Source: an optimization exercise on an open RTL-to-GDS flow (aim: a short achievable clock period and few clock cycles). Production flows keep margins and buffers that such runs may drop. In this exercise RTL edits were held to simulation tests only and were not proved equivalent to the original. No activity file was given, so power comes from the tool's default toggle rates.

$ cat design/flow/config.mk
export PLATFORM = sky130hd
export DESIGN_NAME = cpu
export DESIGN_NICKNAME = cpu
export VERILOG_FILES = /design/flow/design.v
export SDC_FILE = /design/flow/constraint.sdc
export NUM_CORES = 4
export LEC_CHECK = 0
export CAP_MARGIN = 20
export CORE_MARGIN = 2
export CORE_UTILIZATION = 40
export PLACE_DENSITY = 0.6
export SETUP_SLACK_MARGIN = 3.5
export SLEW_MARGIN = 20
export TNS_END_PERCENT = 100
$ cat design/flow/constraint.sdc
create_clock -name core_clock -period 5.6 [get_ports {clk}]
set_input_delay 1.1200 -clock core_clock [delete_from_list [all_inputs] [get_ports {clk}]]
set_output_delay 1.1200 -clock core_clock [all_outputs]
set_load 0.01 [all_outputs]
$ cat design/flow/design.v
package definesPkg;
endpackage
module cpu
(
   input clk,
   input reset,
   output [15:0] o_pc_addr,
   output o_pc_rd,
   input [15:0] i_pc_rddata,
   output [15:0] o_ldst_addr,
   output o_ldst_rd,
   output o_ldst_wr,
   input [15:0] i_ldst_rddata,
   output [15:0] o_ldst_wrdata,
   output [127:0] o_tb_regs
);
   logic [15:0] pc;             
   logic        d_valid;
   logic        d_btb;          
   logic        d_replay;       
   logic [15:0] d_hold;
   logic        d_hwr7;         
   logic        d_hreadB;       
   logic [15:0] pc_out;         
   logic [15:0] d_fa;           
   logic [15:0] d_pc;           
   logic [3:0]  d_hip, d_him;   
   logic        e_valid;
   logic [15:0] e_A, e_B;
   logic        e_sadd, e_ssub, e_sb, e_smrg;
   logic        e_wr;           
   logic [2:0]  e_rd;
   logic        e_flags;
   logic        e_ld, e_st;
   logic        e_br;
   logic        e_calw, e_calz, e_caln;
   logic        e_pred;
   logic [15:0] e_pcf;          
   logic [15:0] e_tgt;          
   logic        e_useA;
   logic        w_wr;           
   logic        w_isld;         
   logic [2:0]  w_rd;
   logic [15:0] w_res;          
   logic        fN, fZ;
   logic [15:0] regs [0:7];
   function automatic [15:0] ks_add(input [15:0] a, input [15:0] b, input cin);
      logic [15:0] g, p, x;
      logic [15:0] gn, pn;
      g = a & b;
      p = a | b;
      x = a ^ b;
      g[0] = g[0] | (p[0] & cin);
      for (int d = 1; d < 16; d = d * 2) begin
         gn = g;
         pn = p;
         for (int i = d; i < 16; i++) begin
            gn[i] = g[i] | (p[i] & g[i-d]);
            pn[i] = p[i] & p[i-d];
         end
         g = gn;
         p = pn;
      end
      ks_add = x ^ {g[14:0], cin};
   endfunction
   wire [15:0] sum  = ks_add(e_A, e_B, 1'b0);
   wire [15:0] diff = ks_add(e_A, ~e_B, 1'b1);
   wire [15:0] e_or = e_A | e_B;
   wire        sum_zero = &(~((e_A ^ e_B) ^ {e_or[14:0], 1'b0}));
   wire e_simple = e_sb | e_smrg;
   wire [15:0] res_simple = e_smrg ? {e_B[15:8], e_A[7:0]} : e_B;
   wire [15:0] res = ({16{e_sadd}} & sum) | ({16{e_ssub}} & diff) | ({16{e_simple}} & res_simple);
   wire        res_N = e_ssub ? diff[15] : sum[15];
   wire        res_Z = e_ssub ? (e_A == e_B) : sum_zero;
   wire taken = e_calw | (e_calz & fZ) | (e_caln & fN);
   wire mispE = e_valid & e_br & (taken ^ e_pred);
   wire [15:0] fixpc = e_useA ? e_A : (e_pred ? e_pcf : e_tgt);
   wire [15:0] instr = d_replay ? d_hold : i_pc_rddata;
   wire [4:0]  op = instr[4:0];
   wire [2:0]  rx = instr[7:5];
   wire [2:0]  ry = instr[10:8];
   wire dv = d_valid & ~mispE;
   wire [4:0] op_raw = i_pc_rddata[4:0];
   wire [2:0] rx_r = i_pc_rddata[7:5];
   wire [2:0] ry_r = i_pc_rddata[10:8];
   wire readA_r = ~((op_raw == 5'b00000) | (op_raw == 5'b00100) | (op_raw == 5'b10000) | (op_raw[4:3] == 2'b11));
   wire readB_r = (op_raw[4:3] == 2'b00) & ~(op_raw[2] & op_raw[1]);
   wire wr7_r = ((((op_raw == 5'b00000) | (op_raw == 5'b00001) | (op_raw == 5'b00010) | (op_raw == 5'b00100) |
                   (op_raw == 5'b10000) | (op_raw == 5'b10001) | (op_raw == 5'b10010) | (op_raw == 5'b10110)) &
                  (rx_r == 3'd7)) | (op_raw == 5'b11100) | (op_raw == 5'b01100));
   wire isMV    = op == 5'b00000;
   wire isADD   = op == 5'b00001;
   wire isSUB   = op == 5'b00010;
   wire isCMP   = op == 5'b00011;
   wire isLD    = op == 5'b00100;
   wire isST    = op == 5'b00101;
   wire isMVI   = op == 5'b10000;
   wire isADDI  = op == 5'b10001;
   wire isSUBI  = op == 5'b10010;
   wire isCMPI  = op == 5'b10011;
   wire isMVHI  = op == 5'b10110;
   wire isJR    = op == 5'b01000;
   wire isJZR   = op == 5'b01001;
   wire isJNR   = op == 5'b01010;
   wire isCALLR = op == 5'b01100;
   wire isJ     = op == 5'b11000;
   wire isJZ    = op == 5'b11001;
   wire isJN    = op == 5'b11010;
   wire isCALL  = op == 5'b11100;
   wire readA = isADD | isSUB | isCMP | isST | isADDI | isSUBI | isCMPI | isMVHI |
                isJR | isJZR | isJNR | isCALLR;
   wire readB = isMV | isADD | isSUB | isCMP | isLD | isST;
   wire regjump = isJR | isJZR | isJNR | isCALLR;
   wire dirjump = isJ | isJZ | isJN | isCALL;
   wire eA = ~d_replay & e_valid & e_wr & (e_rd == rx_r);
   wire eB = ~d_replay & e_valid & e_wr & (e_rd == ry_r);
   wire wA = w_wr & (d_replay ? (w_rd == d_hold[7:5]) : (w_rd == rx_r));
   wire wB = w_wr & (d_replay ? (w_rd == d_hold[10:8]) : (w_rd == ry_r));
   wire [15:0] w_val = w_isld ? i_ldst_rddata : w_res;
   wire [15:0] rfA = d_replay ? regs[d_hold[7:5]] : regs[i_pc_rddata[7:5]];
   wire [15:0] rfB = d_replay ? regs[d_hold[10:8]] : regs[i_pc_rddata[10:8]];
   wire [15:0] A_early = wA ? w_val : rfA;
   wire [15:0] B_early = wB ? w_val : rfB;
   wire [15:0] imm8s = {{8{instr[15]}}, instr[15:8]};
   wire [15:0] B_other = readB ? B_early :
                         (isMVHI ? {instr[15:8], 8'd0} :
                         ((isCALL | isCALLR) ? d_pc : imm8s));
   wire fB = (d_replay ? d_hreadB : readB_r) & eB;
   wire [15:0] A_next = eA ? res_simple : A_early;
   wire [15:0] B_next = fB ? res_simple : B_other;
   wire [11:0] tlo = {1'b0, d_pc[11:1]} + {1'b0, i_pc_rddata[15:5]};
   wire [3:0]  thi = i_pc_rddata[15] ? (tlo[11] ? d_pc[15:12] : d_him) : (tlo[11] ? d_hip : d_pc[15:12]);
   wire [15:0] tgtD = {thi, tlo[10:0], d_pc[0]};
   wire stall = dv & e_valid & (e_ld | ((e_sadd | e_ssub) & e_wr)) &
                ((readA_r & (e_rd == rx_r)) | (readB_r & (e_rd == ry_r)));
   wire e7 = e_valid & (e_wr | e_ld) & (e_rd == 3'd7);
   wire e7slow = e7 & ~e_simple;
   wire w7 = w_wr & (w_rd == 3'd7);
   wire [15:0] r7_fwd = e7 ? res_simple : (w7 ? w_val : regs[7]);
   wire predT_dir = ~d_replay & ((op_raw == 5'b11000) | (op_raw == 5'b11100) |
                                 (((op_raw == 5'b11001) | (op_raw == 5'b11010)) & i_pc_rddata[15]));
   wire predT_reg = ~d_replay & ((op_raw == 5'b01000) | (op_raw == 5'b01100)) & (rx_r == 3'd7) & ~e7slow;
   wire predT = d_btb | predT_dir | predT_reg;
   wire redirD = dv & ~stall & ~d_btb & (predT_dir | predT_reg);
   wire [15:0] tgt_reg = r7_fwd;
   localparam NB = 8;
   logic [NB-1:0]  btb_v;
   logic [15:0]    btb_tag [0:NB-1];
   logic [15:0]    btb_tgt [0:NB-1];
   logic [NB-1:0]  btb_r7;         
   logic [2:0]     btb_ptr;        
   logic [NB-1:0]  btb_hitv;
   logic [15:0]    btb_t;
   always_comb begin
      btb_t = '0;
      for (int i = 0; i < NB; i++) begin
         btb_hitv[i] = btb_v[i] & (btb_tag[i] == pc);
         btb_t = btb_t | ({16{btb_hitv[i]}} & btb_tgt[i]);
      end
   end
   logic        lk_seq, lk_dir, lk_r7;
   logic [15:0] lk_t;
   wire hit_dir = lk_seq & lk_dir;
   wire hit_r7 = lk_seq & lk_r7;
   wire dWr7 = dv & (d_replay ? d_hwr7 : wr7_r);
   wire r7_busy = dWr7 | e7 | w7;
   wire btb_pred = hit_dir | (hit_r7 & ~r7_busy);
   wire [15:0] btb_target = hit_r7 ? regs[7] : lk_t;
   wire alloc_r7 = predT_reg;
   wire btb_alloc = redirD & (predT_dir | alloc_r7);
   logic        al_q, al_r7;
   logic [15:0] al_tag;
   wire [15:0] pc_inc = pc + 16'd2;
   wire sel_tgtD = redirD & predT_dir;
   wire [15:0] pc_other = mispE ? fixpc : (stall ? pc : (redirD ? tgt_reg : (btb_pred ? btb_target : pc_inc)));
   wire [15:0] pc_next = sel_tgtD ? tgtD : pc_other;
   always_ff @(posedge clk or posedge reset) begin
      if (reset) begin
         pc <= '0;
         d_valid <= 1'b0;
         d_replay <= 1'b0;
         e_valid <= 1'b0;
         w_wr <= 1'b0;
         btb_v <= '0;
         al_q <= 1'b0;
         lk_seq <= 1'b0;
         btb_r7 <= '0;
         btb_ptr <= '0;
         fN <= 1'b0;
         fZ <= 1'b0;
      end else begin
         pc <= pc_next;
         d_valid <= ~(mispE | redirD);
         d_replay <= stall;
         e_valid <= dv & ~stall;
         w_wr <= e_valid & (e_wr | e_ld);
         al_q <= btb_alloc;
         if (!stall) lk_seq <= ~(mispE | redirD | btb_pred);
         if (al_q) begin
            btb_v[btb_ptr] <= 1'b1;
            btb_r7[btb_ptr] <= al_r7;
            btb_ptr <= btb_ptr + 1'b1;
         end
         if (e_valid & e_flags) begin
            fN <= res_N;
            fZ <= res_Z;
         end
      end
   end
   always_ff @(posedge clk) begin
      d_hold <= instr;
      if (!stall) begin
         lk_dir <= |(btb_hitv & ~btb_r7);
         lk_r7 <= |(btb_hitv & btb_r7);
         lk_t <= btb_t;
      end
      d_hwr7 <= wr7_r;
      d_hreadB <= readB_r;
      pc_out <= reset ? 16'd0 : pc_next;
      if (!stall) begin
         d_fa <= pc;
         d_pc <= pc_inc;
         d_hip <= pc_inc[15:12] + 4'd1;
         d_him <= pc_inc[15:12] - 4'd1;
            d_btb <= btb_pred;
      end
      al_r7 <= alloc_r7;
      al_tag <= d_fa - 16'd2;    
      if (al_q) begin
         btb_tag[btb_ptr] <= al_tag;
         btb_tgt[btb_ptr] <= e_tgt;
      end
      e_A <= A_next;
      e_B <= B_next;
      e_sadd <= isADD | isADDI;
      e_ssub <= isSUB | isCMP | isSUBI | isCMPI;
      e_sb <= isMV | isMVI | isCALL | isCALLR;
      e_smrg <= isMVHI;
      e_wr <= isMV | isADD | isSUB | isMVI | isADDI | isSUBI | isMVHI | isCALL | isCALLR;
      e_rd <= (isCALL | isCALLR) ? 3'd7 : rx;
      e_flags <= isADD | isSUB | isCMP | isADDI | isSUBI | isCMPI;
      e_ld <= isLD;
      e_st <= isST;
      e_br <= regjump | dirjump;
      e_calw <= isJR | isCALLR | isJ | isCALL;
      e_calz <= isJZR | isJZ;
      e_caln <= isJNR | isJN;
      e_pred <= predT;
      e_pcf <= d_pc;
      e_tgt <= tgtD;
      e_useA <= regjump & ~predT_reg;
      w_rd <= e_rd;
      w_isld <= e_ld;
      w_res <= res;
      if (reset) begin
         regs[0] <= 16'hCAFE; regs[1] <= 16'hBADD; regs[2] <= 16'hCAFE; regs[3] <= 16'hBADD;
         regs[4] <= 16'hCAFE; regs[5] <= 16'hBADD; regs[6] <= 16'hCAFE; regs[7] <= 16'hBADD;
      end else begin
         if (w_wr) regs[w_rd] <= w_val;
      end
   end
   assign o_pc_addr = pc_out;
   assign o_pc_rd = 1'b1;
   assign o_ldst_addr = e_B;
   assign o_ldst_wrdata = e_A;
   assign o_ldst_rd = 1'b1;
   assign o_ldst_wr = e_valid & e_st;
   assign o_tb_regs = {regs[7], regs[6], regs[5], regs[4], regs[3], regs[2], regs[1], regs[0]};
endmodule
$ cat design/flow/run.sh
#!/bin/bash
# synth_recipe.tcl (not shown) runs the flow's synth.tcl, then flattens the netlist and writes it again
# the make line also repeats each setting of config.mk as NAME=value (left out here)
make -C /OpenROAD-flow-scripts/flow DESIGN_CONFIG=/design/flow/config.mk WORK_HOME=/design/flow/orfs CLKGATE_MAP_FILE= SYNTH_SCRIPT=/design/flow/synth_recipe.tcl finish
==> results.py, run 1 <==
metrics = {
    "final_layout": {
        "syn_to_final_growth_pct": 46.8,
        "fillers": 6027,
        "final_layout_size_suffix_gt1_share_pct": 47.7,
        "final_core_util_pct": 59.2,
        "final_cell_count_no_fill": 4487,
        "fin_nets": 3488,
        "final_cell_area_um2": 46600,
    },
    "synthesis": {
        "synth_top_area_cell": "edfxtp_1",
        "synth_top_area_share_pct": 41.7,
        "ys_seq_area_share_pct": 54.0,
        "async_flop_share_pct": 6.88,
        "yosys.area_share.simple_pct": 10.1,
        "avgSynthCellArea_um2": 12.3,
        "synth_mux_area_share_pct": 13.3,
        "postSynthCellCount": 2579,
        "synth_seq_cells": 625,
        "yosys-top-cells-count": "edfxtp_1 (441), nand2_1 (262), nor2_1 (147), xnor2_1 (144), dfxtp_1 (141)",
        "yosysUniqueCellTypes": 79,
        "syn_area_um2": 31800,
        "synth_most_common_cell": "edfxtp_1",
        "synth_top_family_by_area": "multiplexers",
        "synthAdderAreaFrac_pct": 3.26,
        "ys.flop_type": "edfxtp_1",
        "synth.area.top_cells": "edfxtp_1 (42%), mux4_2 (9.1%), dfxtp_1 (8.9%)",
        "synth-edff-count": 441,
        "synth-compound-area-share_pct": 9.88,
        "yosys.area_share.xor_xnor_pct": 6.15,
        "ys_warn_count": 1,
    },
    "setup_path": {
        "slowest_stage": "dfrtp_2",
        "crit_buf_inv": 2,
        "crit_path_max_incr_delay_ns": 0.41,
        "crit_type": "reg2reg",
        "cp.required_ns": 6.16,
        "start_kind": "flop",
        "crit_top_cell": "buf_4",
        "endpoint_kind": "flop",
        "crit_arrival_ns": 3.29,
        "cpLargestDelayFamily": "compound AO/OA/AOI/OAI gates",
        "critPathMaxFanout": 6,
        "cp_cell_sequence": "buf_4, o21a_2, and3_1, o31a_1, o22ai_2, a21o_4, buf_4, a311o_1, a31oi_1, and2_1",
    },
    "clock_tree": {
        "cts_tree": "done",
        "path_clk_slew_ns": 0.07,
        "cts.sinks": 625,
        "cts-htree-levels": 3,
        "cts_root_buffer": "clkbuf_16",
        "clockBufferDepth": 3,
        "cts_made_buffers": 71,
        "clk-insertion-delay-late_ns": 0.67,
    },
    "timing": {
        "fmax_ghz": 0.365,
        "post-route-period-util_pct": 48.9,
        "slew_violations": 0,
        "worst_clock_skew_ns": 0.0570,
        "setup_viol": 0,
        "tightestPinTransition_ns": 0.873,
        "fin_crit_ns": 2.74,
        "relSlewSlack_pct": 41.2,
        "hold_viol": 0,
        "rsz0062_at_grt": "yes",
        "fin_setup_tns_ns": 0,
    },
    "power": {
        "p_leak_nw": 17.1,
        "power.density_nw_per_um2": 379,
        "max-vdd-ir-drop_v": 0.000438,
    },
    "global_routing": {
        "globalRouteTotalUtil_pct": 31.8,
        "grt_pass1_vias": 26300,
        "grt_max_degree": 57,
        "grt_overflow": 0,
        "grt_pass1_wl_mm": 187,
        "grt_antenna_before_repair": 8,
    },
    "run": {
        "cap_violations": 0,
    },
    "floorplan": {
        "row_count": 103,
        "die_h_um": 286,
        "io_pins": 213,
        "die_w_um": 286,
        "fp.coreArea_um2": 78700,
        "die_area_um2": 81700,
        "initial_core_util_pct": 40.3,
    },
    "placed_design": {
        "dp_hpwl_mm": 80.8,
        "port_buffers": 210,
        "dp_cells": 3758,
        "gp_congestion": 0.978,
        "placedInstanceArea_um2": 35600,
    },
    "drt": {
        "post_drt_wl_per_cell_um": 30.2,
        "avgViaCountPerCell": 6.09,
        "drt_pre_antenna_iters": 6,
        "first_iter_violations": 3341,
        "vias": 27300,
        "drt-total-wl_mm": 136,
        "drc": 0,
        "ant_nets": 0,
    },
    "hold_path": {
        "hold_class": "reg2reg",
    },
    "status": {
        "status": "timing/DRC/antenna clean",
    },
}
## placed cells by master, fill, tap and decap left out, drive strengths merged, types with 41 or more instances in the layout
master / count
a211oi: 44
a21oi: 116
a22oi: 50
buf: 846
clkbuf: 89
dfrtp: 43
dfxtp: 141
edfxtp: 441
ha: 78
inv: 94
mux2: 41
mux2i: 89
mux4: 128
nand2: 262
nand3: 52
nor2: 151
o21ai: 68
xnor2: 144
xor2: 78
## sequential cells by signal (all words and copies together), names as in the netlist, 4 cells and up
| register | cells |
|---|---|
| al_tag | 16 |
| btb_r7 | 8 |
| btb_tag | 128 |
| btb_tgt | 120 |
| btb_v | 8 |
| d_fa | 15 |
| d_him | 4 |
| d_hold | 16 |
| d_pc | 16 |
| e_A | 16 |
| e_B | 16 |
| e_pcf | 15 |
| e_tgt | 15 |
| lk_t | 16 |
| pc | 16 |
| pc_out | 16 |
| regs | 128 |
| w_res | 16 |
## timing repair
item / CTS / global route
buffers inserted: 405 / 151
endpoints found under the setup margin: 751 / 476
hold buffers: 0 / 0
pin swaps: 190 / 152
gates resized for setup: 1425 / 271
gates cloned: 28 / 8
## cell families (layout without fill, tap and decap cells)
family | Yosys count | count (layout)
multiplexers | 258 | 258
AND/OR/NAND/NOR | 677 | 684
other | 1 | 7
AO/OA/AOI/OAI | 455 | 455
adder cells (fa/ha/maj) | 81 | 81
buffers and inverters | 260 | 1105
flip-flops | 625 | 625
XOR/XNOR | 222 | 222
## layout make-up
| type | instances | area, um^2 | area share [%] |
|---|---|---|---|
| Clock inverter | 47 | 569 | 1.22 |
| Inverter | 97 | 414 | 0.888 |
| Tap cell | 1050 | 1310 | 2.82 |
| Sequential cell | 625 | 17300 | 37.1 |
| Antenna cell | 5 | 12.5 | 0.0268 |
| Multi-Input combinational cell | 1702 | 16500 | 35.3 |
| Clock buffer | 85 | 1920 | 4.12 |
| Timing Repair Buffer | 876 | 8610 | 18.5 |
## worst reg2reg max path: cells and delay by family (launching register included)
kind | cells | cell delay [ns]
buffers and inverters | 2 | 0.29
AND/OR/NAND/NOR | 2 | 0.46
AO/OA/AOI/OAI | 6 | 1.51
flip-flops | 1 | 0.41
## routing by layer
layer	part of all wire (%)	GRT usage (%)
met4	7.6	18.6
met2	46	50.5
met5	0.081	0
met3	10	6.97
met1	36	40.2
## per-stage QoR
stage | setup WS (ns) | power, W | hold WS, ns
4_1_cts | 2.94 | 0.0170 | 0.404
3_5_place_dp | 1.45 | 0.0109 | 0.360
3_3_place_gp | 1.47 | 0.0108 | 0.360
2_1_floorplan | 2.58 | 0.00907 | 0.348
6_report | 2.86 | 0.0177 | 0.409
5_1_grt | 2.80 | 0.0182 | 0.420
## where the power goes
part,leakage [nW],internal [W],switching (W),total (W)
Clock,1.21,0.00279,0.00214,0.00493
Combinational,10.2,0.00269,0.00311,0.00580
Sequential,5.69,0.00594,0.000990,0.00693
## worst paths after layout
kind,end,depth (start not counted),slack [ns],from
max in group asynchronous,pc[6],4,4.01,reset
setup reg to reg,pc_out[5],10,2.86,e_valid
min in group asynchronous,w_wr,4,0.97,reset
hold / removal,w_isld,0,0.41,e_ld
hold reg to reg,w_isld,0,0.41,e_ld
setup / recovery,pc_out[5],10,2.86,e_valid
Testbench counts, summed over its fixed seeds: cycles 59,323.
==> inputs of run 2 (changes only) <==
--- a/design/flow/config.mk
+++ b/design/flow/config.mk
@@ -11,3 +11,3 @@
 export PLACE_DENSITY = 0.6
-export SETUP_SLACK_MARGIN = 3.5
+export SETUP_SLACK_MARGIN = 3.3
 export SLEW_MARGIN = 20
==> run 2 against run 1 <==
  * Area after synthesis is the same
  * Flip-flop and latch count is the same
  * Largest cell class unchanged
  * Sequential share of layout area grew 1.5 points
  * Critical path type is now in2reg
  * Via count shrank 3.3%
  * Worst hold slack lost 0.00085 ns
  * Setup slack gained 0.084 ns
  * Clock power shrank 6.1%
  * Clock skew shrank 0.021 ns
  * Power shrank 5.6%
  * Critical endpoint is now pc_out[11]
  * Utilization shrank 2.3 points
  * Die area is the same
==> results.py, run 2 <==
metrics = {
    "timing": {
        "fin_setup_tns_ns": 0,
        "tightestPinTransition_ns": 1.08,
        "relSlewSlack_pct": 27.3,
        "rsz0062_at_grt": "yes",
        "hold_viol": 0,
        "fin_crit_ns": 2.65,
        "worst_clock_skew_ns": 0.0361,
        "fmax_ghz": 0.377,
        "post-route-period-util_pct": 47.4,
        "setup_viol": 0,
        "worst_slack_ns": 2.95,
        "slew_violations": 0,
        "holdWs_ns": 0.408,
    },
    "synthesis": {
        "ys.flop_type": "edfxtp_1",
        "ys_seq_area_share_pct": 54.0,
        "synth_seq_cells": 625,
        "synth-edff-count": 441,
        "synth_top_area_cell": "edfxtp_1",
        "yosysUniqueCellTypes": 79,
        "synth.area.top_cells": "edfxtp_1 (42%), mux4_2 (9.1%), dfxtp_1 (8.9%)",
        "yosys-top-cells-count": "edfxtp_1 (441), nand2_1 (262), nor2_1 (147), xnor2_1 (144), dfxtp_1 (141)",
        "synth_most_common_cell": "edfxtp_1",
        "ys_warn_count": 1,
        "avgSynthCellArea_um2": 12.3,
        "synth_top_area_share_pct": 41.7,
        "async_flop_share_pct": 6.88,
        "syn_area_um2": 31800,
        "postSynthCellCount": 2579,
    },
    "setup_path": {
        "crit_arrival_ns": 3.21,
        "cpLargestDelayFamily": "compound AO/OA/AOI/OAI gates",
        "cp.required_ns": 6.16,
        "slowest_stage": "a21oi_1",
        "cp_cell_sequence": "clkdlybuf4s50_1, mux2i_1, buf_4, nor2_1, a211oi_1, a21oi_1, o221ai_2, o21ai_2, and2_1",
        "crit_path_max_incr_delay_ns": 0.63,
        "crit_type": "in2reg",
        "crit_buf_inv": 2,
        "endpoint_kind": "flop",
        "start_kind": "primary input",
        "critPathMaxFanout": 11,
    },
    "floorplan": {
        "io_pins": 213,
        "die_area_um2": 81700,
        "initial_core_util_pct": 40.3,
        "fp.coreArea_um2": 78700,
        "die_h_um": 286,
        "row_count": 103,
        "die_w_um": 286,
    },
    "final_layout": {
        "syn_to_final_growth_pct": 41.1,
        "final_common_cell": "edfxtp_1",
        "top_regs": "btb_tag x128, regs x128, btb_tgt x120",
        "final_layout_size_suffix_gt1_share_pct": 45.2,
        "fin_nets": 3396,
        "final_cell_mix": "edfxtp_1 (441), buf_4 (405), nand2_1 (249)",
        "final_cell_area_um2": 44800,
    },
    "power": {
        "p_sw_w": 0.00575,
        "max-vdd-ir-drop_v": 0.000277,
        "p_seq_share_pct": 42.4,
        "clkPwrFrac_pct": 27.8,
        "switching_share_pct": 34.5,
        "power_frac_comb_pct": 29.8,
        "p_leak_nw": 16.4,
        "power_w": 0.0167,
        "intPower_w": 0.0109,
        "power.density_nw_per_um2": 372,
    },
    "placed_design": {
        "gp_congestion": 0.942,
        "placedInstanceArea_um2": 35400,
        "dp_hpwl_mm": 81.0,
        "place_ws_ns": 1.15,
        "port_buffers": 210,
    },
    "global_routing": {
        "grt_pass1_wl_mm": 180,
        "grt_antenna_before_repair": 9,
        "grt_pass1_vias": 25400,
        "grt_max_degree": 41,
        "grt_overflow": 0,
        "globalRouteTotalUtil_pct": 30.6,
    },
    "status": {
        "status": "timing/DRC/antenna clean",
    },
    "clock_tree": {
        "clk-insertion-delay-late_ns": 0.62,
        "cts_tree": "done",
        "path_clk_slew_ns": 0.06,
        "cts_made_buffers": 70,
        "cts_root_buffer": "clkbuf_16",
        "clockBufferDepth": 3,
        "cts-htree-levels": 3,
        "hold_buffers": 0,
        "cts.sinks": 625,
    },
    "run": {
        "cap_violations": 0,
    },
    "drt": {
        "first_iter_violations": 3072,
        "ant_nets": 0,
        "drt_pre_antenna_iters": 8,
        "avgViaCountPerCell": 6.02,
        "vias": 26400,
        "drc": 0,
        "post_drt_wl_per_cell_um": 29.6,
        "drt-total-wl_mm": 130,
    },
    "hold_path": {
        "hold_class": "reg2reg",
    },
}
run 2: cell count changes in the layout (fill, tap and decap cells not counted), moves of 13 or more:
cell,change
nand2_1,+16
buf_6,-58
buf_2,+23
a211oi_2,+15
buf_4,-25
nand2_2,-13
buf_12,-26
run 2: worst paths after layout:
| path | start | to | slack [ns] | cells after the start |
|---|---|---|---|---|
| setup / recovery | i_ldst_rddata[11] | pc_out[11] | 2.95 | 9 |
| min in group asynchronous | reset | w_wr | 0.66 | 2 |
| hold reg to reg | e_ld | w_isld | 0.41 | 0 |
| hold / removal | e_ld | w_isld | 0.41 | 0 |
| max in group asynchronous | reset | pc[9] | 4.37 | 3 |
| setup reg to reg | e_B[8] | fN | 2.97 | 11 |
run 2: what timing repair did:
action                                  in CTS  in global routing
endpoints found under the setup margin     738                409
setup buffers                              361                124
gates resized for setup                   1317                273
cloned                                      26                  4
pin swaps                                  173                152
run 2: cell families (layout without fill, tap and decap cells):
logic type / Yosys count / after routing / share of synthesized area, %
simple gates: 677 / 677 / 10.1
flops: 625 / 625 / 54.0
compound gates: 455 / 456 / 9.88
buf+inv: 260 / 1015 / 3.32
mux: 258 / 258 / 13.3
xor+xnor: 222 / 222 / 6.15
fa+ha+maj: 81 / 81 / 3.26
other cells: 1 / 8 / 0.0118
run 2: stage by stage:
step,cells,util (%)
3_3_place_gp,3743,45.0
6_report,4392,56.9
3_5_place_dp,3743,45.0
2_1_floorplan,2580,-
5_1_grt,4389,56.9
4_1_cts,4257,53.9
run 2: area by class of cell:
cell class                      instances  area, um^2
Fill cell                            6296       33900
Sequential cell                       625       17300
Multi-Input combinational cell       1696       16100
Timing Repair Buffer                  791        7360
Clock buffer                           98        2000
Tap cell                             1050        1310
Inverter                               97         407
Clock inverter                         29         295
Antenna cell                            6        15.0
run 2: layer usage:
layer  GRT usage [%]  part of all wire, %  up-vias
met4            13.4                  5.6        4
li1                -                    -    11100
met1            39.0                   37    13400
met2            50.4                   47     1604
met5               0                0.018        -
met3            6.46                  9.7      372
run 2: worst reg2reg max path: cells and delay by family, from the launching register on:
kind,cells,cell delay [ns]
buffers and inverters,2,0.30
AOI/OAI and AO/OA,5,1.04
adders and majority gates,1,0.17
and+or+nand+nor,3,0.63
DFF,1,0.42
run 2: power groups by stage:
stage | clock network (W) | logic [W] | registers (W)
final | 0.00463 | 0.00497 | 0.00708
after CTS | 0.00465 | 0.00445 | 0.00704
after global routing | 0.00483 | 0.00525 | 0.00713
after global placement | 0 | 0.00338 | 0.00727
after floorplan | 0 | 0.00259 | 0.00645
after detailed placement | 0 | 0.00341 | 0.00729
==> inputs of run 3 (changes only) <==
--- a/design/flow/config.mk
+++ b/design/flow/config.mk
@@ -11,3 +11,3 @@
 export PLACE_DENSITY = 0.6
-export SETUP_SLACK_MARGIN = 3.3
+export SETUP_SLACK_MARGIN = 3.2
 export SLEW_MARGIN = 20
==> run 3 against run 2 <==
  * Still clean on timing, DRC and antenna
  * Combinational power grew 3%
  * Cell count shrank 1.9%
  * Setup slack lost 0.11 ns
  * Global-route usage shrank 0.61 points
  * Die area is the same
  * Area after synthesis is the same
  * Maximum frequency shrank 4.1%
  * Critical endpoint is now pc_out[13]
  * Largest cell class unchanged
==> results.py, run 3 <==
metrics = {
    "status": {
        "status": "timing/DRC/antenna clean",
    },
    "synthesis": {
        "yosys.area_share.simple_pct": 10.1,
        "synth_mux_area_share_pct": 13.3,
        "yosys.area_share.xor_xnor_pct": 6.15,
        "ys_warn_count": 1,
        "yosysUniqueCellTypes": 79,
        "synth_top_area_share_pct": 41.7,
        "yosys-top-cells-count": "edfxtp_1 (441), nand2_1 (262), nor2_1 (147), xnor2_1 (144), dfxtp_1 (141)",
        "synth.area.top_cells": "edfxtp_1 (42%), mux4_2 (9.1%), dfxtp_1 (8.9%)",
        "ys.flop_type": "edfxtp_1",
        "async_flop_share_pct": 6.88,
        "synth_top_area_cell": "edfxtp_1",
        "synth_most_common_cell": "edfxtp_1",
        "synth_top_family_by_area": "multiplexers",
        "synth_seq_cells": 625,
        "postSynthCellCount": 2579,
        "syn_area_um2": 31800,
        "ys_seq_area_share_pct": 54.0,
        "synthAdderAreaFrac_pct": 3.26,
        "avgSynthCellArea_um2": 12.3,
        "synth-compound-area-share_pct": 9.88,
        "synth-edff-count": 441,
    },
    "global_routing": {
        "grt_max_degree": 58,
        "globalRouteTotalUtil_pct": 30.0,
        "grt_antenna_before_repair": 9,
        "grt_overflow": 0,
        "grt_pass1_wl_mm": 177,
        "grt_pass1_vias": 25100,
    },
    "floorplan": {
        "die_w_um": 286,
        "fp.coreArea_um2": 78700,
        "io_pins": 213,
        "die_h_um": 286,
        "initial_core_util_pct": 40.3,
        "die_area_um2": 81700,
        "row_count": 103,
    },
    "hold_path": {
        "hold_path_depth": 0,
        "worstHoldStart": "e_ld",
        "hold_class": "reg2reg",
    },
    "drt": {
        "wl_met1_mm": 48.0,
        "top_layer_used": "met5",
        "first_iter_violations": 2813,
        "wl_met2_mm": 59.7,
        "ant_nets": 0,
        "drt_pre_antenna_iters": 9,
        "drc": 0,
        "drt-total-wl_mm": 127,
        "wl_met3_mm": 12.0,
        "vias": 25900,
        "avgViaCountPerCell": 6.01,
        "post_drt_wl_per_cell_um": 29.5,
    },
    "final_layout": {
        "final_cell_mix": "edfxtp_1 (441), buf_4 (377), nand2_1 (243)",
        "fillers": 6484,
        "top_regs": "btb_tag x128, regs x128, btb_tgt x120",
        "final_core_util_pct": 55.5,
        "final_layout_size_suffix_gt1_share_pct": 41.8,
        "syn_to_final_growth_pct": 37.7,
        "fin_nets": 3314,
        "final_common_cell": "edfxtp_1",
    },
    "setup_path": {
        "crit_arrival_ns": 3.30,
        "r2r-end": "pc_out[13]",
        "rrSetupSlack_ns": 2.91,
        "r2r_cells": 6,
        "start_kind": "primary input",
        "cp-endpoint": "pc_out[13]",
        "cp.required_ns": 6.13,
        "crit_type": "in2reg",
        "timing.rr.start": "lk_r7",
        "critPathLaunch": "i_pc_rddata[3]",
        "critPathMaxFanout": 6,
        "endpoint_kind": "flop",
    },
    "clock_tree": {
        "clk-insertion-delay-late_ns": 0.66,
        "cts_tree": "done",
        "cts_made_buffers": 70,
        "cts.sinks": 625,
        "clockBufferDepth": 3,
        "cts-htree-levels": 3,
        "cts_root_buffer": "clkbuf_16",
        "path_clk_slew_ns": 0.06,
    },
    "power": {
        "power.density_nw_per_um2": 388,
        "max-vdd-ir-drop_v": 0.000323,
        "power_w": 0.0170,
        "p_leak_nw": 15.7,
    },
    "placed_design": {
        "gp_congestion": 0.933,
        "port_buffers": 210,
        "dp_hpwl_mm": 82.5,
    },
    "run": {
        "cap_violations": 0,
    },
    "timing": {
        "rsz0062_at_grt": "yes",
        "fin_setup_tns_ns": 0,
        "relSlewSlack_pct": 26.3,
        "tightestPinTransition_ns": 1.10,
        "slew_violations": 0,
        "hold_viol": 0,
        "post-route-period-util_pct": 49.4,
        "fmax_ghz": 0.361,
        "setup_viol": 0,
        "fin_crit_ns": 2.77,
        "worst_clock_skew_ns": 0.0540,
    },
}
-- run 3: how the worst min path moves through the flow --
stage / to / slack [ns]
2_1_floorplan: w_isld / 0.35
3_3_place_gp: w_isld / 0.37
3_5_place_dp: w_isld / 0.38
4_1_cts: w_isld / 0.42
5_1_grt: w_isld / 0.42
6_report: w_isld / 0.42
-- run 3: layer usage --
metal | track usage (%) | vias to the layer above
met1 | 38.4 | 13100
met4 | 14.0 | 4
met3 | 6.07 | 385
met2 | 49.0 | 1513
met5 | 0 | -
li1 | - | 10900
-- run 3: metrics by stage --
step	cell area [um^2]	hold slack (ns)	setup WS (ns)	std cells
floorplan	32300	0.348	2.58	2580
global placement	35500	0.367	1.38	3751
detailed placement	35500	0.383	1.24	3751
CTS	41400	0.418	2.94	4193
global route	43700	0.417	2.77	4310
finish	43700	0.418	2.83	4310
-- run 3: critical path, cell delays in order --
cell,delay (ns)
buf_8,0.10
nand4b_1,0.27
o31ai_4,0.33
o311ai_4,0.16
o21a_2,0.27
buf_12,0.15
mux2i_1,0.11
o2111a_1,0.28
or3_4,0.34
and2_4,0.16
-- run 3: cells by family after synthesis --
| group | after synthesis |
|---|---|
| other cells | 1 |
| fa+ha+maj | 81 |
| flops | 625 |
| xor+xnor | 222 |
| simple gates | 677 |
| buf+inv | 260 |
| mux | 258 |
| compound gates | 455 |
-- run 3: what timing repair did --
action / CTS / global route
cloned: 11 / 7
buffers inserted: 301 / 107
endpoints found under the setup margin: 676 / 303
hold buffers: 0 / 0
resized for setup: 1098 / 276
pin swaps: 109 / 114
-- run 3: final cells by class --
| cell class | count | area (um^2) | share of cell area [%] |
|---|---|---|---|
| Sequential cell | 625 | 17300 | 39.6 |
| Multi-Input combinational cell | 1696 | 15800 | 36.2 |
| Timing Repair Buffer | 709 | 6340 | 14.5 |
| Clock buffer | 98 | 2090 | 4.77 |
| Tap cell | 1050 | 1310 | 3.00 |
| Clock inverter | 32 | 429 | 0.982 |
| Inverter | 97 | 409 | 0.936 |
| Antenna cell | 3 | 7.51 | 0.0172 |
-- run 3: where the power goes --
part	internal, W	leakage [nW]	switching (W)
registers	0.00595	5.68	0.000983
clock network	0.00289	1.23	0.00203
logic	0.00232	8.84	0.00279
total	0.0112	15.7	0.00580
==> inputs of run 4 (changes only) <==
--- a/design/flow/config.mk
+++ b/design/flow/config.mk
@@ -11,3 +11,3 @@
 export PLACE_DENSITY = 0.6
-export SETUP_SLACK_MARGIN = 3.2
+export SETUP_SLACK_MARGIN = 3.4
 export SLEW_MARGIN = 20
==> run 4 against run 3 <==
  * Still clean on timing, DRC and antenna
  * Sequential share of layout area shrank 1.4 points
  * Register-to-register slack gained 0.03 ns
  * Area after synthesis is the same
  * Non-clock buffer count grew 112
  * Routed wire length grew 4.1%
  * Utilization grew 2.1 points
  * Sequential power grew 0.7%
  * Power shrank 0.70%
  * Flip-flop and latch count is the same
  * Clock skew grew 0.0040 ns
  * Global-route usage grew 1.3 points
  * Synthesized cell count is the same
  * Highest routed layer unchanged
==> results.py, run 4 <==
metrics = {
    "setup_path": {
        "crit_arrival_ns": 3.28,
        "rrSetupSlack_ns": 2.94,
        "slowest_stage": "or3_4",
        "r2r_cells": 9,
        "cp.required_ns": 6.14,
        "crit_cells": 10,
        "cpLargestDelayFamily": "simple AND/OR/NAND/NOR gates",
        "critPathMaxFanout": 5,
        "crit_path_max_incr_delay_ns": 0.45,
        "start_kind": "primary input",
        "crit_top_cell": "or3_4",
        "crit_buf_inv": 2,
        "crit_type": "in2reg",
        "cp_cell_sequence": "buf_4, xnor2_2, nand4_1, o21a_4, or3_4, buf_6, a2bb2oi_2, o2111a_1, or3_4, and2_4",
        "endpoint_kind": "flop",
    },
    "synthesis": {
        "synth_top_area_cell": "edfxtp_1",
        "ys_seq_area_share_pct": 54.0,
        "synth_most_common_cell": "edfxtp_1",
        "yosys-top-cells-count": "edfxtp_1 (441), nand2_1 (262), nor2_1 (147), xnor2_1 (144), dfxtp_1 (141)",
        "ys.flop_type": "edfxtp_1",
        "async_flop_share_pct": 6.88,
        "postSynthCellCount": 2579,
        "ys_warn_count": 1,
        "avgSynthCellArea_um2": 12.3,
        "synth-edff-count": 441,
        "synth_seq_cells": 625,
        "yosysUniqueCellTypes": 79,
        "synth.area.top_cells": "edfxtp_1 (42%), mux4_2 (9.1%), dfxtp_1 (8.9%)",
        "synth_top_area_share_pct": 41.7,
        "syn_area_um2": 31800,
    },
    "timing": {
        "rsz0062_at_grt": "yes",
        "post-route-period-util_pct": 49.0,
        "worst_clock_skew_ns": 0.0580,
        "fin_setup_tns_ns": 0,
        "relSlewSlack_pct": 39.8,
        "hold_viol": 0,
        "setup_viol": 0,
        "slew_violations": 0,
        "tightestPinTransition_ns": 0.877,
        "fmax_ghz": 0.364,
        "fin_crit_ns": 2.74,
    },
    "final_layout": {
        "final_common_cell": "edfxtp_1",
        "syn_to_final_growth_pct": 42.9,
        "final_layout_size_suffix_gt1_share_pct": 45.5,
        "final_cell_mix": "edfxtp_1 (441), buf_4 (425), nand2_1 (239)",
        "top_regs": "btb_tag x128, regs x128, btb_tgt x120",
        "fin_nets": 3427,
        "final_cell_area_um2": 45400,
    },
    "placed_design": {
        "placedInstanceArea_um2": 35600,
        "dp_hpwl_mm": 80.8,
        "port_buffers": 210,
        "gp_congestion": 0.966,
    },
    "status": {
        "status": "timing/DRC/antenna clean",
    },
    "clock_tree": {
        "clk-insertion-delay-late_ns": 0.66,
        "clockBufferDepth": 3,
        "cts_tree": "done",
        "path_clk_slew_ns": 0.06,
        "cts-htree-levels": 3,
        "cts.sinks": 625,
        "cts_root_buffer": "clkbuf_16",
        "cts_made_buffers": 69,
    },
    "global_routing": {
        "grt_antenna_before_repair": 11,
        "grt_overflow": 0,
        "globalRouteTotalUtil_pct": 31.2,
        "grt_pass1_vias": 25800,
        "grt_pass1_wl_mm": 184,
        "grt_max_degree": 54,
    },
    "power": {
        "power.density_nw_per_um2": 371,
        "max-vdd-ir-drop_v": 0.000328,
        "p_leak_nw": 16.6,
    },
    "hold_path": {
        "hold_class": "reg2reg",
        "hold_path_depth": 0,
    },
    "run": {
        "cap_violations": 0,
    },
    "drt": {
        "avgViaCountPerCell": 6.08,
        "drc": 0,
        "ant_nets": 0,
        "drt_pre_antenna_iters": 8,
        "vias": 26900,
        "post_drt_wl_per_cell_um": 29.8,
        "drt-total-wl_mm": 132,
        "first_iter_violations": 3702,
    },
    "floorplan": {
        "die_w_um": 286,
        "io_pins": 213,
        "die_h_um": 286,
        "initial_core_util_pct": 40.3,
        "row_count": 103,
        "fp.coreArea_um2": 78700,
        "die_area_um2": 81700,
    },
}
-- run 4: final timing paths --
path	startpoint	endpoint
setup reg to reg	fZ	pc_out[13]
hold reg to reg	e_ld	w_isld
max in group asynchronous	reset	pc[2]
min in group asynchronous	reset	w_wr
hold / removal	e_ld	w_isld
setup / recovery	i_pc_rddata[9]	pc_out[13]
-- run 4: metrics by stage --
stage / instances / power (W) / setup slack [ns] / util, % / hold slack, ns
after global placement: 3752 / 0.0107 / 1.44 / 45.2 / 0.360
after global routing: 4423 / 0.0174 / 2.80 / 57.6 / 0.396
after CTS: 4273 / 0.0163 / 2.93 / 54.8 / 0.387
after detailed placement: 3752 / 0.0107 / 1.32 / 45.2 / 0.364
final: 4427 / 0.0168 / 2.86 / 57.6 / 0.386
after floorplan: 2580 / 0.00905 / 2.58 / - / 0.348
-- run 4: logic make-up (layout without fill, tap and decap cells) --
| logic type | Yosys count | count (layout) | share of synthesized area, % |
|---|---|---|---|
| other | 1 | 10 | 0.0118 |
| flip-flops | 625 | 625 | 54.0 |
| AND/OR/NAND/NOR | 677 | 680 | 10.1 |
| XOR/XNOR | 222 | 222 | 6.15 |
| buffers and inverters | 260 | 1046 | 3.32 |
| adder cells (fa/ha/maj) | 81 | 81 | 3.26 |
| multiplexers | 258 | 258 | 13.3 |
| AO/OA/AOI/OAI | 455 | 455 | 9.88 |
-- run 4: per-layer routing --
layer	track usage, %	up-vias	wire, um
met3	7.86	451	14600
met2	49.1	1821	60500
met1	39.8	13500	48300
met4	16.8	8	8660
li1	-	11100	-
met5	0	-	61
-- run 4: final cells by class --
class | count | area (um^2)
timing repair buffer | 821 | 7850
clock inverter | 41 | 444
multi-input combinational | 1698 | 16200
fill | 6113 | 33400
tap | 1050 | 1310
inverter | 97 | 450
sequential | 625 | 17300
clock buffer | 87 | 1790
antenna | 8 | 20.0
-- run 4: what timing repair did --
action                     4_1_cts  5_1_grt
hold buffers                     0        0
gates cloned                    24        2
pin swaps                      182      130
setup endpoints to repair      725      487
gates resized for setup       1406      223
setup buffers                  369      144
-- run 4: report_power, final --
group	switching (W)	internal (W)
clock network	0.00205	0.00252
logic	0.00279	0.00250
registers	0.00103	0.00595
==> inputs of run 5 (changes only) <==
--- a/design/flow/config.mk
+++ b/design/flow/config.mk
@@ -10,4 +10,5 @@
 export CORE_UTILIZATION = 40
+export GPL_ROUTABILITY_DRIVEN = 0
 export PLACE_DENSITY = 0.6
-export SETUP_SLACK_MARGIN = 3.4
+export SETUP_SLACK_MARGIN = 3.3
 export SLEW_MARGIN = 20
==> run 5 against run 4 <==
  * Clock power up 4.4%
  * Synthesized cell count unchanged
  * Sequential power increased by 0.9%
  * Cell count down 0.38%
  * Largest cell class unchanged
  * Global-route usage fell by 0.88 points
  * Largest power group unchanged
  * First-iteration DRC count is 12% higher
  * Non-clock buffer count down 7
  * Die area unchanged
  * Power up 1.1%
  * Maximum frequency rose by 1.5%
  * Register-to-register slack lost 0.04 ns
==> results.py, run 5 <==
metrics = {
    "status": {
        "status": "timing/DRC/antenna clean",
    },
    "synthesis": {
        "yosys-top-cells-count": "edfxtp_1 (441), nand2_1 (262), nor2_1 (147), xnor2_1 (144), dfxtp_1 (141)",
        "avgSynthCellArea_um2": 12.3,
        "synth_most_common_cell": "edfxtp_1",
        "synth.area.top_cells": "edfxtp_1 (42%), mux4_2 (9.1%), dfxtp_1 (8.9%)",
        "synth_seq_cells": 625,
        "async_flop_share_pct": 6.88,
        "synth_top_area_share_pct": 41.7,
        "ys_warn_count": 1,
        "synth_top_area_cell": "edfxtp_1",
        "syn_area_um2": 31800,
        "postSynthCellCount": 2579,
        "synth-edff-count": 441,
        "yosysUniqueCellTypes": 79,
        "ys.flop_type": "edfxtp_1",
        "ys_seq_area_share_pct": 54.0,
    },
    "setup_path": {
        "cpLargestDelayFamily": "compound AO/OA/AOI/OAI gates",
        "rrSetupSlack_ns": 2.90,
        "crit_buf_inv": 1,
        "slowest_stage": "or3_4",
        "cp.required_ns": 6.13,
        "crit_type": "in2reg",
        "crit_path_max_incr_delay_ns": 0.34,
        "critPathMaxFanout": 6,
        "start_kind": "primary input",
        "endpoint_kind": "flop",
        "cp_cell_sequence": "buf_12, nand4b_1, o31ai_2, o311ai_4, o21a_4, mux2i_1, o2111a_1, or3_4, and2_4",
        "crit_arrival_ns": 3.23,
    },
    "timing": {
        "fin_setup_tns_ns": 0,
        "tightestPinTransition_ns": 1.31,
        "setup_viol": 0,
        "fin_crit_ns": 2.70,
        "worst_clock_skew_ns": 0.0411,
        "hold_viol": 0,
        "slew_violations": 0,
        "rsz0062_at_grt": "yes",
        "relSlewSlack_pct": 11.9,
        "fmax_ghz": 0.370,
        "worst_slack_ns": 2.90,
        "post-route-period-util_pct": 48.3,
    },
    "drt": {
        "post_drt_wl_per_cell_um": 29.8,
        "vias": 27300,
        "ant_nets": 0,
        "drc": 0,
        "first_iter_violations": 4144,
        "avgViaCountPerCell": 6.20,
        "drt-total-wl_mm": 131,
        "drt_pre_antenna_iters": 14,
    },
    "clock_tree": {
        "hold_buffers": 0,
        "clockBufferDepth": 3,
        "cts_made_buffers": 69,
        "clk-insertion-delay-late_ns": 0.64,
        "cts.sinks": 625,
        "cts-htree-levels": 3,
        "cts_root_buffer": "clkbuf_16",
        "path_clk_slew_ns": 0.06,
        "cts_tree": "done",
    },
    "placed_design": {
        "port_buffers": 210,
        "place_ws_ns": 1.26,
        "placedInstanceArea_um2": 35400,
        "dp_hpwl_mm": 79.6,
    },
    "global_routing": {
        "grt_overflow": 0,
        "grt_pass1_vias": 25700,
        "grt_antenna_before_repair": 9,
        "globalRouteTotalUtil_pct": 30.4,
        "grt_pass1_wl_mm": 180,
        "grt_max_degree": 54,
    },
    "final_layout": {
        "final_cell_mix": "edfxtp_1 (441), buf_4 (438), nand2_1 (240)",
        "syn_to_final_growth_pct": 41.7,
        "fin_nets": 3419,
        "top_regs": "btb_tag x128, regs x128, btb_tgt x120",
        "final_layout_size_suffix_gt1_share_pct": 45.2,
        "fillers": 6198,
        "final_common_cell": "edfxtp_1",
        "final_core_util_pct": 57.1,
        "final_cell_area_um2": 45000,
    },
    "hold_path": {
        "hold_class": "reg2reg",
    },
    "floorplan": {
        "fp.coreArea_um2": 78700,
        "initial_core_util_pct": 40.3,
        "die_h_um": 286,
        "die_area_um2": 81700,
        "die_w_um": 286,
        "row_count": 103,
        "io_pins": 213,
    },
    "power": {
        "p_leak_nw": 16.4,
        "max-vdd-ir-drop_v": 0.000380,
        "power.density_nw_per_um2": 378,
    },
    "run": {
        "cap_violations": 0,
    },
}
run 5: cell count changes in the layout (fill, tap and decap cells not counted), moves of 9 or more:
cell       change
buf_16        -10
buf_2         +22
buf_4         +13
buf_6         -24
buf_8         -13
clkbuf_16      +9
clkinv_2       -9
inv_2          +9
nor2b_1        +9
nor2b_4        -9
run 5: kinds of logic after synthesis:
kind of cell	count (synthesis)	share of synthesized area, %
XOR/XNOR	222	6.15
AND/OR/NAND/NOR	677	10.1
buffers and inverters	260	3.32
other	1	0.0118
AO/OA/AOI/OAI	455	9.88
adder cells (fa/ha/maj)	81	3.26
flip-flops	625	54.0
multiplexers	258	13.3
run 5: final timing paths:
kind                                 from          to  cells after the start
setup / recovery           i_pc_rddata[3]  pc_out[13]                      9
hold / removal                       e_ld      w_isld                      0
setup reg to reg                   e_B[9]          fN                     11
hold reg to reg                      e_ld      w_isld                      0
max in group asynchronous           reset       pc[3]                      3
min in group asynchronous           reset          fN                      2
run 5: cell type report:
cell class | count | area [um^2] | share of cell area, %
antenna | 2 | 5.00 | 0.0111
clock buffer | 97 | 1950 | 4.34
clock inverter | 28 | 400 | 0.890
inverter | 97 | 409 | 0.909
multi-input combinational | 1697 | 16100 | 35.7
sequential | 625 | 17300 | 38.5
tap | 1050 | 1310 | 2.92
timing repair buffer | 814 | 7490 | 16.7
run 5: worst reg2reg max path, cell delays in order (launching register included):
cell	delay, ns
edfxtp_1	0.46
buf_4	0.19
ha_1	0.24
nor3_4	0.21
nor2_1	0.07
a32oi_2	0.24
o41ai_4	0.11
buf_4	0.17
o311ai_4	0.39
a221oi_2	0.13
or3_1	0.33
nand3_1	0.09
run 5: where the power goes:
group | internal (W) | switching, W
Combinational | 0.00241 | 0.00282
Sequential | 0.00596 | 0.00108
Clock | 0.00279 | 0.00196
run 5: routing by layer:
metal  vias up  global-route usage [%]  routed length [um]
li1      11100                       -                   -
met1     13600                    38.9               46900
met2      2080                    47.4               59400
met3       513                    7.84               16300
met4         8                    16.0                8550
met5         -                   0.640                 123
run 5: per-stage QoR:
stage          instances  total power (W)  hold slack, ns
2_1_floorplan       2580          0.00904           0.348
3_3_place_gp        3740           0.0106           0.360
3_5_place_dp        3740           0.0107           0.356
4_1_cts             4249           0.0163           0.372
5_1_grt             4410           0.0175           0.402
6_report            4410           0.0170           0.393
run 5: what timing repair did:
item / CTS / global route
endpoints found under the setup margin: 721 / 438
buffers inserted: 364 / 147
pin swaps: 136 / 125
resized for setup: 1292 / 261
gates cloned: 20 / 12
==> inputs of run 6 (changes only) <==
--- a/design/flow/config.mk
+++ b/design/flow/config.mk
@@ -9,5 +9,4 @@
 export CORE_MARGIN = 2
-export CORE_UTILIZATION = 40
-export GPL_ROUTABILITY_DRIVEN = 0
-export PLACE_DENSITY = 0.6
+export CORE_UTILIZATION = 45
+export PLACE_DENSITY = 0.65
 export SETUP_SLACK_MARGIN = 3.3
==> run 6 against run 5 <==
  * Still clean on timing, DRC and antenna
  * Via count increased by 0.99%
  * Clock-buffer cell count fell by 3
  * Setup slack lost 0.025 ns
  * Synthesized cell count unchanged
  * Cell count fell by 1.9%
  * First-iteration DRC count down 11%
  * Maximum frequency fell by 0.90%
  * Combinational power up 4.8%
  * Sequential share of layout area is 0.22 points lower
  * Final area grew 0.56%
  * Sequential power fell by 1%
  * Critical endpoint unchanged
  * Largest cell class unchanged
==> results.py, run 6 <==
metrics = {
    "setup_path": {
        "critPathMaxFanout": 4,
        "crit_type": "in2reg",
        "crit_arrival_ns": 3.24,
        "cp.required_ns": 6.11,
        "start_kind": "primary input",
        "endpoint_kind": "flop",
    },
    "global_routing": {
        "grt_max_degree": 54,
        "globalRouteTotalUtil_pct": 34.9,
        "grt_pass1_wl_mm": 184,
        "grt_antenna_before_repair": 8,
        "grt_pass1_vias": 26400,
        "grt_overflow": 0,
    },
    "drt": {
        "wl_met3_mm": 16.4,
        "drc": 0,
        "first_iter_violations": 3690,
        "wl_met2_mm": 60.7,
        "vias": 27600,
        "avgViaCountPerCell": 6.38,
        "ant_nets": 0,
        "wl_met1_mm": 46.4,
        "drt_pre_antenna_iters": 8,
        "post_drt_wl_per_cell_um": 31.1,
        "drt-total-wl_mm": 134,
        "top_layer_used": "met5",
    },
    "final_layout": {
        "final_common_cell": "edfxtp_1",
        "final_cell_area_um2": 45200,
        "final_cell_mix": "edfxtp_1 (441), buf_4 (440), nand2_1 (243)",
        "final_layout_size_suffix_gt1_share_pct": 45.3,
        "syn_to_final_growth_pct": 42.5,
        "fin_nets": 3438,
        "top_regs": "btb_tag x128, regs x128, btb_tgt x120",
    },
    "placed_design": {
        "dp_hpwl_mm": 80.2,
        "gp_congestion": 0.973,
        "placedInstanceArea_um2": 35400,
        "port_buffers": 210,
    },
    "synthesis": {
        "synth.area.top_cells": "edfxtp_1 (42%), mux4_2 (9.1%), dfxtp_1 (8.9%)",
        "postSynthCellCount": 2579,
        "synth_seq_cells": 625,
        "yosys-top-cells-count": "edfxtp_1 (441), nand2_1 (262), nor2_1 (147), xnor2_1 (144), dfxtp_1 (141)",
        "syn_area_um2": 31800,
        "synthAdderAreaFrac_pct": 3.26,
        "synth_most_common_cell": "edfxtp_1",
        "yosysUniqueCellTypes": 79,
        "synth_top_area_share_pct": 41.7,
        "ys_warn_count": 1,
        "synth-edff-count": 441,
        "yosys.area_share.xor_xnor_pct": 6.15,
        "yosys.area_share.simple_pct": 10.1,
        "avgSynthCellArea_um2": 12.3,
        "synth_top_family_by_area": "multiplexers",
        "async_flop_share_pct": 6.88,
        "synth-compound-area-share_pct": 9.88,
        "synth_top_area_cell": "edfxtp_1",
        "ys.flop_type": "edfxtp_1",
        "synth_mux_area_share_pct": 13.3,
        "ys_seq_area_share_pct": 54.0,
    },
    "floorplan": {
        "fp.coreArea_um2": 69900,
        "die_w_um": 270,
        "die_area_um2": 72700,
        "row_count": 97,
        "initial_core_util_pct": 45.4,
        "die_h_um": 270,
        "io_pins": 213,
    },
    "run": {
        "cap_violations": 0,
    },
    "clock_tree": {
        "cts-htree-levels": 3,
        "clk-insertion-delay-late_ns": 0.63,
        "hold_buffers": 0,
        "cts.sinks": 625,
        "cts_made_buffers": 68,
        "clockBufferDepth": 3,
        "cts_root_buffer": "clkbuf_16",
        "path_clk_slew_ns": 0.06,
        "cts_tree": "done",
    },
    "power": {
        "power.density_nw_per_um2": 379,
        "power_w": 0.0171,
        "max-vdd-ir-drop_v": 0.000327,
        "p_leak_nw": 16.6,
    },
    "timing": {
        "fmax_ghz": 0.367,
        "hold_viol": 0,
        "relSlewSlack_pct": 32.9,
        "rsz0062_at_grt": "yes",
        "fin_crit_ns": 2.73,
        "setup_viol": 0,
        "slew_violations": 0,
        "tightestPinTransition_ns": 0.979,
        "worst_clock_skew_ns": 0.0329,
        "post-route-period-util_pct": 48.7,
        "fin_setup_tns_ns": 0,
    },
    "status": {
        "status": "timing/DRC/antenna clean",
    },
    "hold_path": {
        "hold_class": "reg2reg",
    },
}
==> run 6: cell counts after synthesis <==
Identical to the previous run, type by type.
==> run 6: logic make-up after synthesis <==
logic type,Yosys count
buffers and inverters,260
AO/OA/AOI/OAI,455
XOR/XNOR,222
adder cells (fa/ha/maj),81
other,1
multiplexers,258
flip-flops,625
AND/OR/NAND/NOR,677
==> run 6: what timing repair did <==
action,CTS,global route
setup endpoints to repair,751,399
gates resized for setup,1354,258
cloned,27,6
pin swaps,187,146
buffers inserted,380,137
==> run 6: worst paths after layout <==
check | from | to | slack, ns | depth (start not counted)
worst max-delay path | i_ldst_rddata[13] | pc_out[13] | 2.87 | 9
worst max register to register | e_A[1] | w_res[13] | 2.89 | 11
min in group asynchronous | reset | fN | 1.11 | 4
max in group asynchronous | reset | pc[12] | 3.69 | 4
worst min-delay path | e_ld | w_isld | 0.38 | 0
worst min register to register | e_ld | w_isld | 0.38 | 0
==> run 6: routing by layer <==
metal / vias up / global-route usage, %
li1: 11200 / -
met1: 13700 / 43.4
met2: 2183 / 54.5
met3: 608 / 9.29
met4: 12 / 21.2
met5: - / 0
==> run 6: area by class of cell <==
| type | instances | area, um^2 |
|---|---|---|
| Fill cell | 5012 | 24700 |
| Sequential cell | 625 | 17300 |
| Multi-Input combinational cell | 1699 | 16200 |
| Timing Repair Buffer | 831 | 7840 |
| Clock buffer | 94 | 1890 |
| Tap cell | 940 | 1180 |
| Clock inverter | 32 | 410 |
| Inverter | 97 | 404 |
| Antenna cell | 7 | 17.5 |
| Timing Repair inverter | 1 | 7.51 |
==> run 6: worst max-delay path, cell delays in order <==
cell             delay [ns]
clkdlybuf4s50_1        0.40
mux2i_1                0.21
buf_6                  0.16
nand2_1                0.05
o211ai_1               0.28
o2111ai_2              0.30
o2111a_1               0.22
or3_4                  0.33
and2_4                 0.17
==> run 6: per-stage QoR <==
step / util (%) / setup WS [ns] / hold WS [ns] / std cells
final: 64.7 / 2.87 / 0.380 / 4326
after global routing: 64.7 / 2.80 / 0.387 / 4321
after CTS: 61.3 / 2.94 / 0.377 / 4175
after detailed placement: 50.6 / 1.33 / 0.363 / 3642
after global placement: 50.6 / 1.45 / 0.363 / 3642
after floorplan: - / 2.58 / 0.348 / 2580
==> run 6: where the power goes <==
part	internal [W]	leakage, nW	total [W]	switching, W
Combinational	0.00253	9.83	0.00548	0.00295
Clock	0.00272	1.11	0.00470	0.00198
Sequential	0.00595	5.69	0.00696	0.00101
Total	0.0112	16.6	0.0171	0.00594
==> inputs of run 7 (changes only) <==
--- a/design/flow/design.v
+++ b/design/flow/design.v
@@ -38,3 +38,5 @@
    logic [15:0] e_pcf;          
-   logic [15:0] e_tgt;          
+   logic [11:0] e_tlo;          
+   logic        e_tsg;          
+   logic [3:0]  e_th0, e_thp, e_thm;  
    logic        e_useA;
@@ -43,3 +45,4 @@
    logic [2:0]  w_rd;
-   logic [15:0] w_res;          
+   logic [15:0] w_sum, w_diff, w_simp;   
+   logic        w_sadd, w_ssub;
    logic        fN, fZ;
@@ -71,3 +74,2 @@
    wire [15:0] res_simple = e_smrg ? {e_B[15:8], e_A[7:0]} : e_B;
-   wire [15:0] res = ({16{e_sadd}} & sum) | ({16{e_ssub}} & diff) | ({16{e_simple}} & res_simple);
    wire        res_N = e_ssub ? diff[15] : sum[15];
@@ -76,2 +78,4 @@
    wire mispE = e_valid & e_br & (taken ^ e_pred);
+   wire [3:0]  e_thi = e_tsg ? (e_tlo[11] ? e_th0 : e_thm) : (e_tlo[11] ? e_thp : e_th0);
+   wire [15:0] e_tgt = {e_thi, e_tlo[10:0], e_pcf[0]};
    wire [15:0] fixpc = e_useA ? e_A : (e_pred ? e_pcf : e_tgt);
@@ -118,2 +122,3 @@
    wire wB = w_wr & (d_replay ? (w_rd == d_hold[10:8]) : (w_rd == ry_r));
+   wire [15:0] w_res = w_sadd ? w_sum : (w_ssub ? w_diff : w_simp);
    wire [15:0] w_val = w_isld ? i_ldst_rddata : w_res;
@@ -249,3 +254,7 @@
       e_pcf <= d_pc;
-      e_tgt <= tgtD;
+      e_tlo <= tlo;
+      e_tsg <= i_pc_rddata[15];
+      e_th0 <= d_pc[15:12];
+      e_thp <= d_hip;
+      e_thm <= d_him;
       e_useA <= regjump & ~predT_reg;
@@ -253,3 +262,7 @@
       w_isld <= e_ld;
-      w_res <= res;
+      w_sum <= sum;
+      w_diff <= diff;
+      w_simp <= res_simple;
+      w_sadd <= e_sadd;
+      w_ssub <= e_ssub;
       if (reset) begin
--- a/design/flow/config.mk
+++ b/design/flow/config.mk
@@ -9,4 +9,4 @@
 export CORE_MARGIN = 2
-export CORE_UTILIZATION = 45
-export PLACE_DENSITY = 0.65
+export CORE_UTILIZATION = 40
+export PLACE_DENSITY = 0.6
 export SETUP_SLACK_MARGIN = 3.3
==> run 7 against run 6 <==
  * Non-clock buffer count is 59 lower
  * Largest cell class unchanged
  * Critical path depth rose by 2
  * Synthesized cell count is 1.9% higher
  * Routed wire length decreased by 3.1%
  * Via count down 2.5%
  * Utilization is 8.8 points lower
  * Still clean
  * Global-route usage is 5.6 points lower
  * Maximum frequency fell by 1.9%
==> results.py, run 7 <==
metrics = {
    "setup_path": {
        "cpLargestDelayFamily": "compound AO/OA/AOI/OAI gates",
        "timing.rr.start": "w_ssub",
        "cp.required_ns": 6.19,
        "crit_buf_inv": 3,
        "r2r-end": "pc_out[13]",
        "rrSetupSlack_ns": 2.91,
        "cp_cell_sequence": "buf_12, and4b_1, o211a_1, o41ai_4, buf_4, o311a_4, buf_6, mux2i_2, o2111ai_2, a31oi_1, and2_1",
        "start_kind": "primary input",
        "critPathMaxFanout": 8,
        "r2r_cells": 10,
        "crit_type": "in2reg",
        "endpoint_kind": "flop",
        "slowest_stage": "o41ai_4",
        "crit_path_max_incr_delay_ns": 0.29,
        "crit_arrival_ns": 3.37,
    },
    "timing": {
        "rsz0062_at_grt": "yes",
        "fmax_ghz": 0.360,
        "post-route-period-util_pct": 49.6,
        "relSlewSlack_pct": 25.5,
        "slew_violations": 0,
        "hold_viol": 0,
        "tightestPinTransition_ns": 1.12,
        "fin_crit_ns": 2.78,
        "fin_setup_tns_ns": 0,
        "worst_slack_ns": 2.82,
        "holdWs_ns": 0.359,
        "setup_viol": 0,
        "worst_clock_skew_ns": 0.0680,
    },
    "clock_tree": {
        "cts.sinks": 663,
        "cts_tree": "done",
        "cts_root_buffer": "clkbuf_16",
        "path_clk_slew_ns": 0.06,
        "cts_made_buffers": 72,
        "hold_buffers": 0,
        "clockBufferDepth": 3,
        "clk-insertion-delay-late_ns": 0.66,
        "cts-htree-levels": 3,
    },
    "drt": {
        "drt_pre_antenna_iters": 6,
        "avgViaCountPerCell": 6.07,
        "drc": 0,
        "post_drt_wl_per_cell_um": 29.3,
        "drt-total-wl_mm": 130,
        "first_iter_violations": 3396,
        "ant_nets": 0,
        "vias": 26900,
    },
    "synthesis": {
        "synth_top_area_cell": "edfxtp_1",
        "synth_seq_cells": 663,
        "yosysUniqueCellTypes": 87,
        "synth_top_area_share_pct": 40.6,
        "postSynthCellCount": 2627,
        "ys_warn_count": 1,
        "synth-edff-count": 441,
        "async_flop_share_pct": 6.49,
        "synth.area.top_cells": "edfxtp_1 (41%), dfxtp_1 (11%), mux4_2 (8.8%)",
        "avgSynthCellArea_um2": 12.4,
        "ys_seq_area_share_pct": 54.9,
        "yosys-top-cells-count": "edfxtp_1 (441), nand2_1 (257), dfxtp_1 (179), nor2_1 (166), xnor2_1 (153)",
        "syn_area_um2": 32600,
        "ys.flop_type": "edfxtp_1",
        "synth_most_common_cell": "edfxtp_1",
    },
    "hold_path": {
        "min_to": "w_sadd",
        "worstHoldStart": "e_sadd",
        "hold_class": "reg2reg",
        "hold_path_depth": 0,
    },
    "final_layout": {
        "fin_nets": 3434,
        "top_regs": "btb_tag x128, regs x128, btb_tgt x120",
        "final_cell_mix": "edfxtp_1 (441), buf_4 (423), nand2_1 (241)",
        "final_common_cell": "edfxtp_1",
        "final_cell_area_um2": 45100,
        "syn_to_final_growth_pct": 38.3,
        "final_layout_size_suffix_gt1_share_pct": 42.7,
    },
    "status": {
        "status": "timing/DRC/antenna clean",
    },
    "floorplan": {
        "initial_core_util_pct": 40.5,
        "io_pins": 213,
        "row_count": 104,
        "die_w_um": 290,
        "die_area_um2": 83900,
        "die_h_um": 290,
        "fp.coreArea_um2": 80700,
    },
    "placed_design": {
        "port_buffers": 210,
        "place_ws_ns": 1.03,
        "placedInstanceArea_um2": 36600,
        "gp_congestion": 0.929,
        "dp_hpwl_mm": 81.0,
    },
    "global_routing": {
        "grt_pass1_wl_mm": 177,
        "grt_overflow": 0,
        "grt_antenna_before_repair": 7,
        "grt_max_degree": 55,
        "grt_pass1_vias": 25000,
        "globalRouteTotalUtil_pct": 29.3,
    },
    "run": {
        "cap_violations": 0,
    },
    "power": {
        "max-vdd-ir-drop_v": 0.000311,
        "power.density_nw_per_um2": 385,
        "p_leak_nw": 16.7,
    },
}
## run 7: logic make-up (layout without fill, tap and decap cells)
family,after synthesis,after routing,share of synthesized area [%]
simple gates,691,698,10.1
compound gates,439,440,9.30
mux,269,269,13.3
buf+inv,258,1000,3.23
xor+xnor,225,225,6.04
flops,663,663,54.9
other cells,1,3,0.0115
fa+ha+maj,81,81,3.17
## run 7: layer usage
| layer | share of wire, % | global-route usage (%) |
|---|---|---|
| met2 | 46 | 46.4 |
| met3 | 9.9 | 5.80 |
| met5 | 0.031 | 0 |
| met1 | 38 | 38.5 |
| met4 | 6.4 | 14.8 |
## run 7: per-stage QoR
stage	power [W]	instances	utilization (%)
after global routing	0.0179	4438	56.0
after detailed placement	0.0113	3812	45.4
final	0.0174	4439	56.0
after CTS	0.0167	4211	52.0
after floorplan	0.00950	2628	-
after global placement	0.0112	3810	45.3
## run 7: timing repair
item	4_1_cts	5_1_grt
buffers inserted	251	211
hold endpoints to repair	0	0
gates cloned	15	15
pin swaps	134	145
endpoints found under the setup margin	693	371
resized for setup	1151	307
## run 7: cell type report
type	count	area, um^2
clock buffer	108	2050
clock inverter	25	256
tap	1060	1330
inverter	95	379
fill	6574	35500
antenna	1	2.50
multi-input combinational	1715	16100
timing repair buffer	772	6960
sequential	663	18100
## run 7: how the worst max path moves through the flow
stage	depth (start not counted)	from	end	slack (ns)
finish	11	i_pc_rddata[5]	pc_out[15]	2.82
global route	11	i_pc_rddata[6]	pc_out[8]	2.78
CTS	10	i_pc_rddata[5]	pc_out[13]	2.93
detailed placement	9	i_pc_rddata[4]	pc_out[4]	1.03
global placement	9	i_pc_rddata[4]	pc_out[4]	1.17
floorplan	10	i_pc_rddata[6]	pc_out[9]	2.55
## run 7: where the power goes
part	internal (W)	switching, W
clock network	0.00259	0.00211
registers	0.00637	0.00103
logic	0.00240	0.00287
total	0.0114	0.00601
Testbench counts of run 7, summed over its fixed seeds: cycles 59,323.

==> port drivers added, routing unchanged <==
No port has a modelled driver above. Below, the same layouts with a new extraction and two added sets of constraints.
Step 1: set_driving_cell puts a clkbuf_16 on clk and a buf_2 on each other input, an assumption about the parent block.
Step 2 also shifts input and output timing later by t, the mid clock arrival at the registers, as if the neighbouring blocks saw the same clock.
Three values: ideal, step 1, step 2; two values: the first two.
run	t (ns)	slack for setup (ns)	worst slew at a driven data input, ns	pins driven straight from the clock port
run 1	0.716	2.863 / 2.730 / 2.014	0.26	1
run 2	0.666	2.947 / 2.833 / 2.167	0.20	1
run 3	0.694	2.833 / 2.784 / 2.091	0.18	1
run 4	0.702	2.856 / 2.820 / 2.118	0.16	1
run 5	0.686	2.898 / 2.794 / 2.108	0.18	1
run 6	0.680	2.873 / 2.808 / 2.128	0.20	1
run 7	0.693	2.820 / 2.785 / 2.092	0.13	1
After both steps setup and hold are still met in every run listed. The setup slack of run 1, which loses most, moves by -0.133 ns with the drivers and by -0.849 ns with both steps.
